From an optimization exercise on the open Yosys and OpenROAD flow, aimed at small area; shortcuts taken in it are not production practice.
The RTL was checked by simulation tests, not by an equivalence proof against the original design.

===== design/flow/design.v =====
module pattern_comparator #(
    parameter WIDTH = 32
)(
    input i_clk,
    input i_rst_n,
    input i_Type_comp,
    input [1:0] i_state,
    input i_enable_buffer,
    input enable_pattern_comparitor,
    input wire [WIDTH-1:0] i_local_gen_0, i_local_gen_1, i_local_gen_2, i_local_gen_3,
    input wire [WIDTH-1:0] i_local_gen_4, i_local_gen_5, i_local_gen_6, i_local_gen_7,
    input wire [WIDTH-1:0] i_local_gen_8, i_local_gen_9, i_local_gen_10, i_local_gen_11,
    input wire [WIDTH-1:0] i_local_gen_12, i_local_gen_13, i_local_gen_14, i_local_gen_15,
    input wire [WIDTH-1:0] i_Data_by_0, i_Data_by_1, i_Data_by_2, i_Data_by_3,
    input wire [WIDTH-1:0] i_Data_by_4, i_Data_by_5, i_Data_by_6, i_Data_by_7,
    input wire [WIDTH-1:0] i_Data_by_8, i_Data_by_9, i_Data_by_10, i_Data_by_11,
    input wire [WIDTH-1:0] i_Data_by_12, i_Data_by_13, i_Data_by_14, i_Data_by_15,
    input [11:0] i_Max_error_Threshold_per_lane,
    input [15:0] i_Max_error_Threshold_aggregate,
    output reg [15:0] o_per_lane_error,
    output wire o_error_done
);
    reg [15:0] DONE_PATTERN;
    reg [15:0] o_error_counter;
    reg [4:0] lane_success_count [15:0];  
    integer i, j;
    reg [11:0] bit_mismatch_temp [15:0];
    reg [11:0] mismatch_count [15:0];
    wire [15:0] lane_mismatch_part_1;
    wire [15:0] lane_mismatch_part_2;
    reg [WIDTH-1:0] bit_mismatch_or;
    reg [5:0] comb_bit_count;
    reg [15:0] o_per_lane_error_reg;
    reg i_enable_buffer_reg;
    localparam IDLE         = 2'b00;
    localparam CLEAR_LFSR   = 2'b01;
    localparam PATTERN_LFSR = 2'b10;
    localparam PER_LANE_IDE = 2'b11;
    assign lane_mismatch_part_1[0]  = enable_pattern_comparitor ? ((i_Data_by_0[15:0]  == i_local_gen_0[15:0])  ? 1 : 0) : 0;
    assign lane_mismatch_part_1[1]  = enable_pattern_comparitor ? ((i_Data_by_1[15:0]  == i_local_gen_1[15:0])  ? 1 : 0) : 0;
    assign lane_mismatch_part_1[2]  = enable_pattern_comparitor ? ((i_Data_by_2[15:0]  == i_local_gen_2[15:0])  ? 1 : 0) : 0;
    assign lane_mismatch_part_1[3]  = enable_pattern_comparitor ? ((i_Data_by_3[15:0]  == i_local_gen_3[15:0])  ? 1 : 0) : 0;
    assign lane_mismatch_part_1[4]  = enable_pattern_comparitor ? ((i_Data_by_4[15:0]  == i_local_gen_4[15:0])  ? 1 : 0) : 0;
    assign lane_mismatch_part_1[5]  = enable_pattern_comparitor ? ((i_Data_by_5[15:0]  == i_local_gen_5[15:0])  ? 1 : 0) : 0;
    assign lane_mismatch_part_1[6]  = enable_pattern_comparitor ? ((i_Data_by_6[15:0]  == i_local_gen_6[15:0])  ? 1 : 0) : 0;
    assign lane_mismatch_part_1[7]  = enable_pattern_comparitor ? ((i_Data_by_7[15:0]  == i_local_gen_7[15:0])  ? 1 : 0) : 0;
    assign lane_mismatch_part_1[8]  = enable_pattern_comparitor ? ((i_Data_by_8[15:0]  == i_local_gen_8[15:0])  ? 1 : 0) : 0;
    assign lane_mismatch_part_1[9]  = enable_pattern_comparitor ? ((i_Data_by_9[15:0]  == i_local_gen_9[15:0])  ? 1 : 0) : 0;
    assign lane_mismatch_part_1[10] = enable_pattern_comparitor ? ((i_Data_by_10[15:0] == i_local_gen_10[15:0]) ? 1 : 0) : 0;
    assign lane_mismatch_part_1[11] = enable_pattern_comparitor ? ((i_Data_by_11[15:0] == i_local_gen_11[15:0]) ? 1 : 0) : 0;
    assign lane_mismatch_part_1[12] = enable_pattern_comparitor ? ((i_Data_by_12[15:0] == i_local_gen_12[15:0]) ? 1 : 0) : 0;
    assign lane_mismatch_part_1[13] = enable_pattern_comparitor ? ((i_Data_by_13[15:0] == i_local_gen_13[15:0]) ? 1 : 0) : 0;
    assign lane_mismatch_part_1[14] = enable_pattern_comparitor ? ((i_Data_by_14[15:0] == i_local_gen_14[15:0]) ? 1 : 0) : 0;
    assign lane_mismatch_part_1[15] = enable_pattern_comparitor ? ((i_Data_by_15[15:0] == i_local_gen_15[15:0]) ? 1 : 0) : 0;
    assign lane_mismatch_part_2[0]  = enable_pattern_comparitor ? ((i_Data_by_0[31:16]  == i_local_gen_0[31:16])  ? 1 : 0) : 0;
    assign lane_mismatch_part_2[1]  = enable_pattern_comparitor ? ((i_Data_by_1[31:16]  == i_local_gen_1[31:16])  ? 1 : 0) : 0;
    assign lane_mismatch_part_2[2]  = enable_pattern_comparitor ? ((i_Data_by_2[31:16]  == i_local_gen_2[31:16])  ? 1 : 0) : 0;
    assign lane_mismatch_part_2[3]  = enable_pattern_comparitor ? ((i_Data_by_3[31:16]  == i_local_gen_3[31:16])  ? 1 : 0) : 0;
    assign lane_mismatch_part_2[4]  = enable_pattern_comparitor ? ((i_Data_by_4[31:16]  == i_local_gen_4[31:16])  ? 1 : 0) : 0;
    assign lane_mismatch_part_2[5]  = enable_pattern_comparitor ? ((i_Data_by_5[31:16]  == i_local_gen_5[31:16])  ? 1 : 0) : 0;
    assign lane_mismatch_part_2[6]  = enable_pattern_comparitor ? ((i_Data_by_6[31:16]  == i_local_gen_6[31:16])  ? 1 : 0) : 0;
    assign lane_mismatch_part_2[7]  = enable_pattern_comparitor ? ((i_Data_by_7[31:16]  == i_local_gen_7[31:16])  ? 1 : 0) : 0;
    assign lane_mismatch_part_2[8]  = enable_pattern_comparitor ? ((i_Data_by_8[31:16]  == i_local_gen_8[31:16])  ? 1 : 0) : 0;
    assign lane_mismatch_part_2[9]  = enable_pattern_comparitor ? ((i_Data_by_9[31:16]  == i_local_gen_9[31:16])  ? 1 : 0) : 0;
    assign lane_mismatch_part_2[10] = enable_pattern_comparitor ? ((i_Data_by_10[31:16] == i_local_gen_10[31:16]) ? 1 : 0) : 0;
    assign lane_mismatch_part_2[11] = enable_pattern_comparitor ? ((i_Data_by_11[31:16] == i_local_gen_11[31:16]) ? 1 : 0) : 0;
    assign lane_mismatch_part_2[12] = enable_pattern_comparitor ? ((i_Data_by_12[31:16] == i_local_gen_12[31:16]) ? 1 : 0) : 0;
    assign lane_mismatch_part_2[13] = enable_pattern_comparitor ? ((i_Data_by_13[31:16] == i_local_gen_13[31:16]) ? 1 : 0) : 0;
    assign lane_mismatch_part_2[14] = enable_pattern_comparitor ? ((i_Data_by_14[31:16] == i_local_gen_14[31:16]) ? 1 : 0) : 0;
    assign lane_mismatch_part_2[15] = enable_pattern_comparitor ? ((i_Data_by_15[31:16] == i_local_gen_15[31:16]) ? 1 : 0) : 0;
    assign o_error_done = enable_pattern_comparitor ? ((o_error_counter > i_Max_error_Threshold_aggregate) ? 0 : 1) : 1;
    always @(*) begin
        if (enable_pattern_comparitor && i_Type_comp) begin
            for (i = 0; i < 16; i = i + 1) begin
                mismatch_count[i] = 0;
                for (j = 0; j < WIDTH; j = j + 1) begin
                    case (i)
                        0:  mismatch_count[i] = mismatch_count[i] + (i_Data_by_0[j]  ^ i_local_gen_0[j]);
                        1:  mismatch_count[i] = mismatch_count[i] + (i_Data_by_1[j]  ^ i_local_gen_1[j]);
                        2:  mismatch_count[i] = mismatch_count[i] + (i_Data_by_2[j]  ^ i_local_gen_2[j]);
                        3:  mismatch_count[i] = mismatch_count[i] + (i_Data_by_3[j]  ^ i_local_gen_3[j]);
                        4:  mismatch_count[i] = mismatch_count[i] + (i_Data_by_4[j]  ^ i_local_gen_4[j]);
                        5:  mismatch_count[i] = mismatch_count[i] + (i_Data_by_5[j]  ^ i_local_gen_5[j]);
                        6:  mismatch_count[i] = mismatch_count[i] + (i_Data_by_6[j]  ^ i_local_gen_6[j]);
                        7:  mismatch_count[i] = mismatch_count[i] + (i_Data_by_7[j]  ^ i_local_gen_7[j]);
                        8:  mismatch_count[i] = mismatch_count[i] + (i_Data_by_8[j]  ^ i_local_gen_8[j]);
                        9:  mismatch_count[i] = mismatch_count[i] + (i_Data_by_9[j]  ^ i_local_gen_9[j]);
                        10: mismatch_count[i] = mismatch_count[i] + (i_Data_by_10[j] ^ i_local_gen_10[j]);
                        11: mismatch_count[i] = mismatch_count[i] + (i_Data_by_11[j] ^ i_local_gen_11[j]);
                        12: mismatch_count[i] = mismatch_count[i] + (i_Data_by_12[j] ^ i_local_gen_12[j]);
                        13: mismatch_count[i] = mismatch_count[i] + (i_Data_by_13[j] ^ i_local_gen_13[j]);
                        14: mismatch_count[i] = mismatch_count[i] + (i_Data_by_14[j] ^ i_local_gen_14[j]);
                        15: mismatch_count[i] = mismatch_count[i] + (i_Data_by_15[j] ^ i_local_gen_15[j]);
                    endcase
                end
            end
        end else begin
            for (i = 0; i < 16; i = i + 1) begin
                mismatch_count[i] = 0;
            end
        end
    end
    always @(*) begin
        if (enable_pattern_comparitor) begin
            comb_bit_count = 0;
            for (j = 0; j < WIDTH; j = j + 1) begin
                bit_mismatch_or[j] = (i_Data_by_0[j]  ^ i_local_gen_0[j])  |
                                     (i_Data_by_1[j]  ^ i_local_gen_1[j])  |
                                     (i_Data_by_2[j]  ^ i_local_gen_2[j])  |
                                     (i_Data_by_3[j]  ^ i_local_gen_3[j])  |
                                     (i_Data_by_4[j]  ^ i_local_gen_4[j])  |
                                     (i_Data_by_5[j]  ^ i_local_gen_5[j])  |
                                     (i_Data_by_6[j]  ^ i_local_gen_6[j])  |
                                     (i_Data_by_7[j]  ^ i_local_gen_7[j])  |
                                     (i_Data_by_8[j]  ^ i_local_gen_8[j])  |
                                     (i_Data_by_9[j]  ^ i_local_gen_9[j])  |
                                     (i_Data_by_10[j] ^ i_local_gen_10[j]) |
                                     (i_Data_by_11[j] ^ i_local_gen_11[j]) |
                                     (i_Data_by_12[j] ^ i_local_gen_12[j]) |
                                     (i_Data_by_13[j] ^ i_local_gen_13[j]) |
                                     (i_Data_by_14[j] ^ i_local_gen_14[j]) |
                                     (i_Data_by_15[j] ^ i_local_gen_15[j]);
                comb_bit_count = comb_bit_count + bit_mismatch_or[j];
            end
        end else begin
            comb_bit_count = 0;
            for (j = 0; j < WIDTH; j = j + 1) begin
                bit_mismatch_or[j] = 0;
            end
        end
    end
    always @(posedge i_clk or negedge i_rst_n) begin
        if (!i_rst_n) begin
            for (i = 0; i < 16; i = i + 1) begin
                bit_mismatch_temp[i] <= 0;
            end
        end else if (i_state == CLEAR_LFSR) begin
            for (i = 0; i < 16; i = i + 1) begin
                bit_mismatch_temp[i] <= 0;
            end
        end else if (enable_pattern_comparitor) begin
            for (i = 0; i < 16; i = i + 1) begin
                bit_mismatch_temp[i] <= bit_mismatch_temp[i] + mismatch_count[i];
            end
        end else begin
            for (i = 0; i < 16; i = i + 1) begin
                bit_mismatch_temp[i] <= bit_mismatch_temp[i];
            end
        end
    end
    always @(posedge i_clk or negedge i_rst_n) begin
        if (!i_rst_n) begin
            o_error_counter    <= 0;
            o_per_lane_error_reg   <= 16'hFFFF;
            DONE_PATTERN       <=0;
            for (i = 0; i < 16; i = i + 1) begin
                lane_success_count[i] <= 0;  
            end
        end else if (enable_pattern_comparitor) begin
            case (i_state)
                IDLE: begin
                    for (i = 0; i < 16; i = i + 1) begin
                        lane_success_count[i] <= 0;  
                    end
                    if (i_Type_comp) begin
                        for (i = 0; i < 16; i = i + 1) begin
                            if (o_per_lane_error_reg[i] == 0) begin
                                o_per_lane_error_reg[i] <= 0;
                            end else if (bit_mismatch_temp[i] > i_Max_error_Threshold_per_lane) begin
                                o_per_lane_error_reg[i] <= 0;
                            end else begin
                                o_per_lane_error_reg[i] <= 1;
                            end
                        end
                    end else begin
                        o_error_counter <= o_error_counter + comb_bit_count;
                    end
                end
                CLEAR_LFSR: begin
                    o_error_counter    <= 0;
                    o_per_lane_error_reg   <= 16'hFFFF;
                    for (i = 0; i < 16; i = i + 1) begin
                        lane_success_count[i] <= 0;  
                    end
                end
                PATTERN_LFSR: begin
                    if (i_Type_comp) begin
                        for (i = 0; i < 16; i = i + 1) begin
                            if (o_per_lane_error_reg[i] == 0) begin
                                o_per_lane_error_reg[i] <= 0;
                            end else if (bit_mismatch_temp[i] > i_Max_error_Threshold_per_lane) begin
                                o_per_lane_error_reg[i] <= 0;
                            end else begin
                                o_per_lane_error_reg[i] <= 1;
                            end
                        end
                    end else begin
                        o_error_counter <= o_error_counter + comb_bit_count;
                    end
                end
                PER_LANE_IDE: begin
                    if (i_enable_buffer) begin
                        for (i = 0; i < 16; i = i + 1) begin
                            if (!lane_mismatch_part_2[i]) begin
                                lane_success_count[i] <= 0;
                            end else if (lane_success_count[i] == 15) begin
                                if (lane_mismatch_part_1[i]) begin
                                    lane_success_count[i] <= 16;
                                end else begin
                                    lane_success_count[i] <= 0;
                                end
                            end else if (!lane_mismatch_part_1[i] && lane_mismatch_part_2[i]) begin
                                lane_success_count[i] <= 1;
                            end else begin
                                lane_success_count[i] <= lane_success_count[i] + 
                                                        (lane_mismatch_part_1[i] & lane_mismatch_part_2[i]);
                            end
                            if (lane_success_count[i] >= 16 ) begin 
                                DONE_PATTERN[i]<=1;
                            end
                            if (DONE_PATTERN[i]) begin
                                o_per_lane_error_reg[i]<=1;
                            end else begin 
                                o_per_lane_error_reg[i]<=0;   
                            end
                        end
                    end
                end
                default: begin
                    o_error_counter   <= o_error_counter;
                    o_per_lane_error_reg  <= o_per_lane_error_reg;
                    for (i = 0; i < 16; i = i + 1) begin
                        lane_success_count[i] <= lane_success_count[i];
                    end
                end
            endcase
        end else begin
            o_error_counter   <= o_error_counter;
            o_per_lane_error_reg  <= o_per_lane_error_reg;
            for (i = 0; i < 16; i = i + 1) begin
                lane_success_count[i] <= lane_success_count[i];  
            end
        end
    end
always @ (posedge i_clk or negedge i_rst_n) begin
    if (!i_rst_n) begin
        i_enable_buffer_reg <= 0;
    end else begin
        i_enable_buffer_reg <= i_enable_buffer;
    end
end
assign negedge_enable_buffer_detected = (!i_enable_buffer && i_enable_buffer_reg);
wire cond_1 = negedge_enable_buffer_detected && (i_state == PATTERN_LFSR || i_state == PER_LANE_IDE);
always @ (posedge i_clk or negedge i_rst_n) begin
    if (!i_rst_n) begin
        o_per_lane_error <= 0;
    end else if (cond_1) begin
        o_per_lane_error <= o_per_lane_error_reg;
    end
end
endmodule

===== design/flow/run.sh =====
#!/bin/bash
# synth_recipe.tcl (not shown) runs the flow's synth.tcl, then flattens the netlist and writes it again
# the make line also repeats each setting of config.mk as NAME=value (left out here)
make -C /OpenROAD-flow-scripts/flow DESIGN_CONFIG=/design/flow/config.mk WORK_HOME=/design/flow/orfs CLKGATE_MAP_FILE= SYNTH_SCRIPT=/design/flow/synth_recipe.tcl finish

===== design/flow/config.mk =====
export PLATFORM = sky130hd
export DESIGN_NAME = pattern_comparator
export DESIGN_NICKNAME = pattern_comparator
export VERILOG_FILES = /design/flow/design.v
export SDC_FILE = /design/flow/constraint.sdc
export NUM_CORES = 4
export LEC_CHECK = 0
export CAP_MARGIN = 20
export CORE_MARGIN = 2
export CORE_UTILIZATION = 40
export SLEW_MARGIN = 20

===== design/flow/constraint.sdc =====
create_clock -name core_clock -period 18.0 [get_ports {i_clk}]
set_input_delay 3.6000 -clock core_clock [delete_from_list [all_inputs] [get_ports {i_clk}]]
set_output_delay 3.6000 -clock core_clock [all_outputs]
set_load 0.01 [all_outputs]

==> notes.md <==
- Post-synth top area cell: ha_1
- Vias in the first global route: about 95000
- DR top layer: met5
- Total global-route track usage: 0.3211
- Final setup fails: 0
- Layout Nets: around 17000
- Cell Area, Placed: approximately 120000 µm²
- CP Capture Type: flop
- DRT met1 WL: between 150000 and 200000 µm
- Met3 routed wirelength: slightly above 30000 µm
- Area share of the largest cell type after synthesis: 0.1729
- Worst slew pin tran: ~1400 ps
- Async SR Flop Fraction: 1.000
- Worst path most repeated cell: ha_1
- Metal2 WL: roughly 190000 µm
- Top FF cell, synth: dfrtp_1
- Antenna-violating nets left: 0
- Core Rows: roughly 190
- CTS max path bufs: 3
- Ys Warns: 5
- Num ports: 1076
- Register area share after synthesis: 0.08230
- Maxcap violations: 0
- Clk sink count: around 340
- Status: finished clean
- EDFF count, synth: 0
- Initial Util: 0.4012
- Post-synthesis cell type count: approximately 130
- Post-route insts no fill: 17698
- Required time worst endpoint: between 15000 and 20000 ps
- Layout fillers: ~26000
- CTS clk-pin slew, worst paths: 60 ps
- Hold Vio Cnt, Final: 0
- Vias/cell: roughly 5.8
- Reg-to-reg setup timing slack: ~15000 ps
- Clock latency on the worst-skew pair: approximately 660 ps
- HPWL after DPL: roughly 370000 µm
- Slowest-stage cell, CP: fa_1
- Tmin final: approximately 17000 ps
- Num CTS Buffers: 44
- Slew HR: 0.06749
- Max FFs per register: about 190
- Synth Instances: between 10000 and 15000
- Die width: 510.7 µm
- Crit Path Max Fanout: 4
- Worst Setup EP: bit_mismatch_temp[11][11]$_DFFE_PN0P_
- Startpoint Class: input port
- Final core utilization: 0.4757
- Post-route design area: between 100000 and 150000 µm²
- Yosys reg bits: 337
- Core footprint: around 260000 µm²
- # DRC: 0
- Grt total ovfl: 0
- Cell total after placement: 17572
- RePlAce Congestion: approximately 1.0
- Period utilization: 0.9616
- Slew Viols, Final: 0
- H-tree levels: 2
- Synthesized area: 102700 µm²
- Mean Syn Cell Area: around 7.9 µm²
- Initial antenna violation count: 78
- CTS tree: yes
- HP Class: reg -> reg
- First-pass GRT wire length: 627300 µm
- Worst reg2reg path depth: 14
- Largest net degree at the start of global routing: roughly 130
- Clk root buf: clkbuf_16
- DR iter-0 viols: about 9200
- Hold_sp: DONE_PATTERN[10]$_DFFE_PN0P_
- Synth-to-Final Area Change: 18.56%
- TritonRoute pass-1 iters: 9
- Critical Path Start: i_Data_by_11[2]
- Worst EP arrival: 17820 ps
- Die H: between 500 and 600 µm
- R2R Path End: bit_mismatch_temp[0][11]$_DFFE_PN0P_
- Synth area leaders: ha_1 (17%), xnor2_1 (9.7%), xor2_1 (9.6%)
- Setup CP Type: in -> reg
- Fmax: between 0.05 and 0.06 GHz
- Port Buffers: about 1100
- Die ar.: 260900 µm²
- Clk_skew: between 30 and 40 ps
- Share of cells above drive strength 1: 0.06740
- Post-Route WL: 436200 µm
- Via count: 102584
- Cts hold-fix bufs: 0
- RR Startpoint: bit_mismatch_temp[0][1]$_DFFE_PN0P_
- Drt wl/cell: 24.65 µm
- Setup TNS: 0 ps
- Largest stage delay, worst path: 550 ps
-- layout by cell type (no fill, tap or decap), types with 67 or more instances in the layout --
| cell type | n |
|---|---|
| ha_1 | 1419 |
| nand4_1 | 219 |
| mux2i_1 | 399 |
| and3_1 | 217 |
| or3_1 | 67 |
| o21bai_1 | 90 |
| buf_4 | 352 |
| nor2_1 | 1126 |
| nor3b_1 | 105 |
| dfrtp_1 | 321 |
| inv_1 | 405 |
| a21oi_1 | 671 |
| nor3_1 | 352 |
| xnor2_2 | 130 |
| and2_1 | 154 |
| xnor3_1 | 121 |
| nand3_1 | 509 |
| a21o_1 | 242 |
| xor2_2 | 74 |
| o31ai_1 | 71 |
| mux2_2 | 88 |
| maj3_1 | 68 |
| nand2b_1 | 109 |
| clkdlybuf4s50_1 | 1070 |
| xnor2_1 | 1106 |
| a22oi_1 | 71 |
| a31oi_1 | 129 |
| nor4_1 | 225 |
| o21ai_0 | 632 |
| xor2_1 | 1088 |
| nand2_1 | 1161 |
| a211oi_1 | 92 |
| nor2b_1 | 149 |
-- synth_stat cells (154+ instances only) --
master,n
nor3_1,353
nor4_1,247
nand4_1,219
nand2_1,1162
a21o_1,243
xor2_1,1131
and2_1,154
clkbuf_1,203
nor2_1,1129
inv_1,410
dfrtp_1,321
and3_1,218
a21oi_1,673
ha_1,1419
o21ai_0,634
xnor2_1,1140
mux2i_1,399
nand3_1,509
-- routing by layer --
layer  vias to the layer above  track usage
li1                      49689            -
met1                     48325       0.4013
met2                      3840       0.5107
met3                       710      0.04547
met4                        20       0.2200
met5                         -            0
-- layout make-up --
type	count	area [µm²]	area share
clock inverters	24	286.5	0.002353
repair buffers	1429	13450	0.1105
flip-flops and latches	337	8453	0.06942
inverters	410	1539	0.01264
well taps	3384	4234	0.03477
clock buffers	57	1210	0.009936
multi-input cells	12016	92500	0.7596
diodes	41	102.6	0.0008425
-- cells by family after synthesis --
family          Yosys count  share of synthesized area
compound gates         2616                     0.1639
simple gates           4751                     0.2302
buf+inv                 688                    0.02557
other cells               1                 0.00003651
fa+ha+maj              1546                     0.1907
mux                     493                    0.04935
xor+xnor               2594                     0.2580
flops                   337                    0.08230
-- critical path: cells and delay by family --
kind,cells,cell delay (ps)
buffers and inverters,4,900
AND/OR/NAND/NOR,6,1070
adder cells (fa/ha/maj),28,9320
AO/OA/AOI/OAI,9,1460
XOR/XNOR,7,1450
-- what timing repair did --
action	4_1_cts	5_1_grt
setup buffers	0	3
setup endpoints to repair	0	20
resized for setup	0	76
-- stage by stage --
stage / setup slack (ps) / hold slack (ps)
floorplan: 1557 / 422.6
global placement: -13.48 / 440.3
detailed placement: -99.33 / 445.1
CTS: 558.8 / 458.5
global route: -16.40 / 473.6
finish: 690.3 / 456.2
-- worst min path at each step --
stage	slack (ps)	to	depth (start not counted)
6_report	460	DONE_PATTERN[10]$_DFFE_PN0P_	1
5_1_grt	470	DONE_PATTERN[3]$_DFFE_PN0P_	1
4_1_cts	460	DONE_PATTERN[3]$_DFFE_PN0P_	1
3_5_place_dp	450	DONE_PATTERN[3]$_DFFE_PN0P_	1
3_3_place_gp	440	DONE_PATTERN[13]$_DFFE_PN0P_	1
2_1_floorplan	420	DONE_PATTERN[1]$_DFFE_PN0P_	1

==> what the ideal ports hide <==
In the flow no input, the clock included, has a driving cell. The finished layout below was timed again as built, in two steps. Step 1 assumes that a clkbuf_16 drives the clock port and a buf_2 every other input. Step 2 times the ports against the registers' clock, not the clock port: input delays grow and output delays shrink by t, the midpoint of the rising clock arrivals with the driver on. Slacks: no drivers / after step 1 / after step 2; pairs: no drivers / after step 1.
t (ns): 0.714
setup slack, ns: 0.690 / 0.729 / 0.016
worst hold slack (ns): 0.456 / 0.456 / 0.456
clock arrival spread, ns: 0.047 / 0.047
slew at the worst register clock pin (ns): 0.07 / 0.07
After both steps setup and hold are still met in this run. The setup slack of this run moves by +0.039 ns with the drivers and by -0.674 ns with both steps.
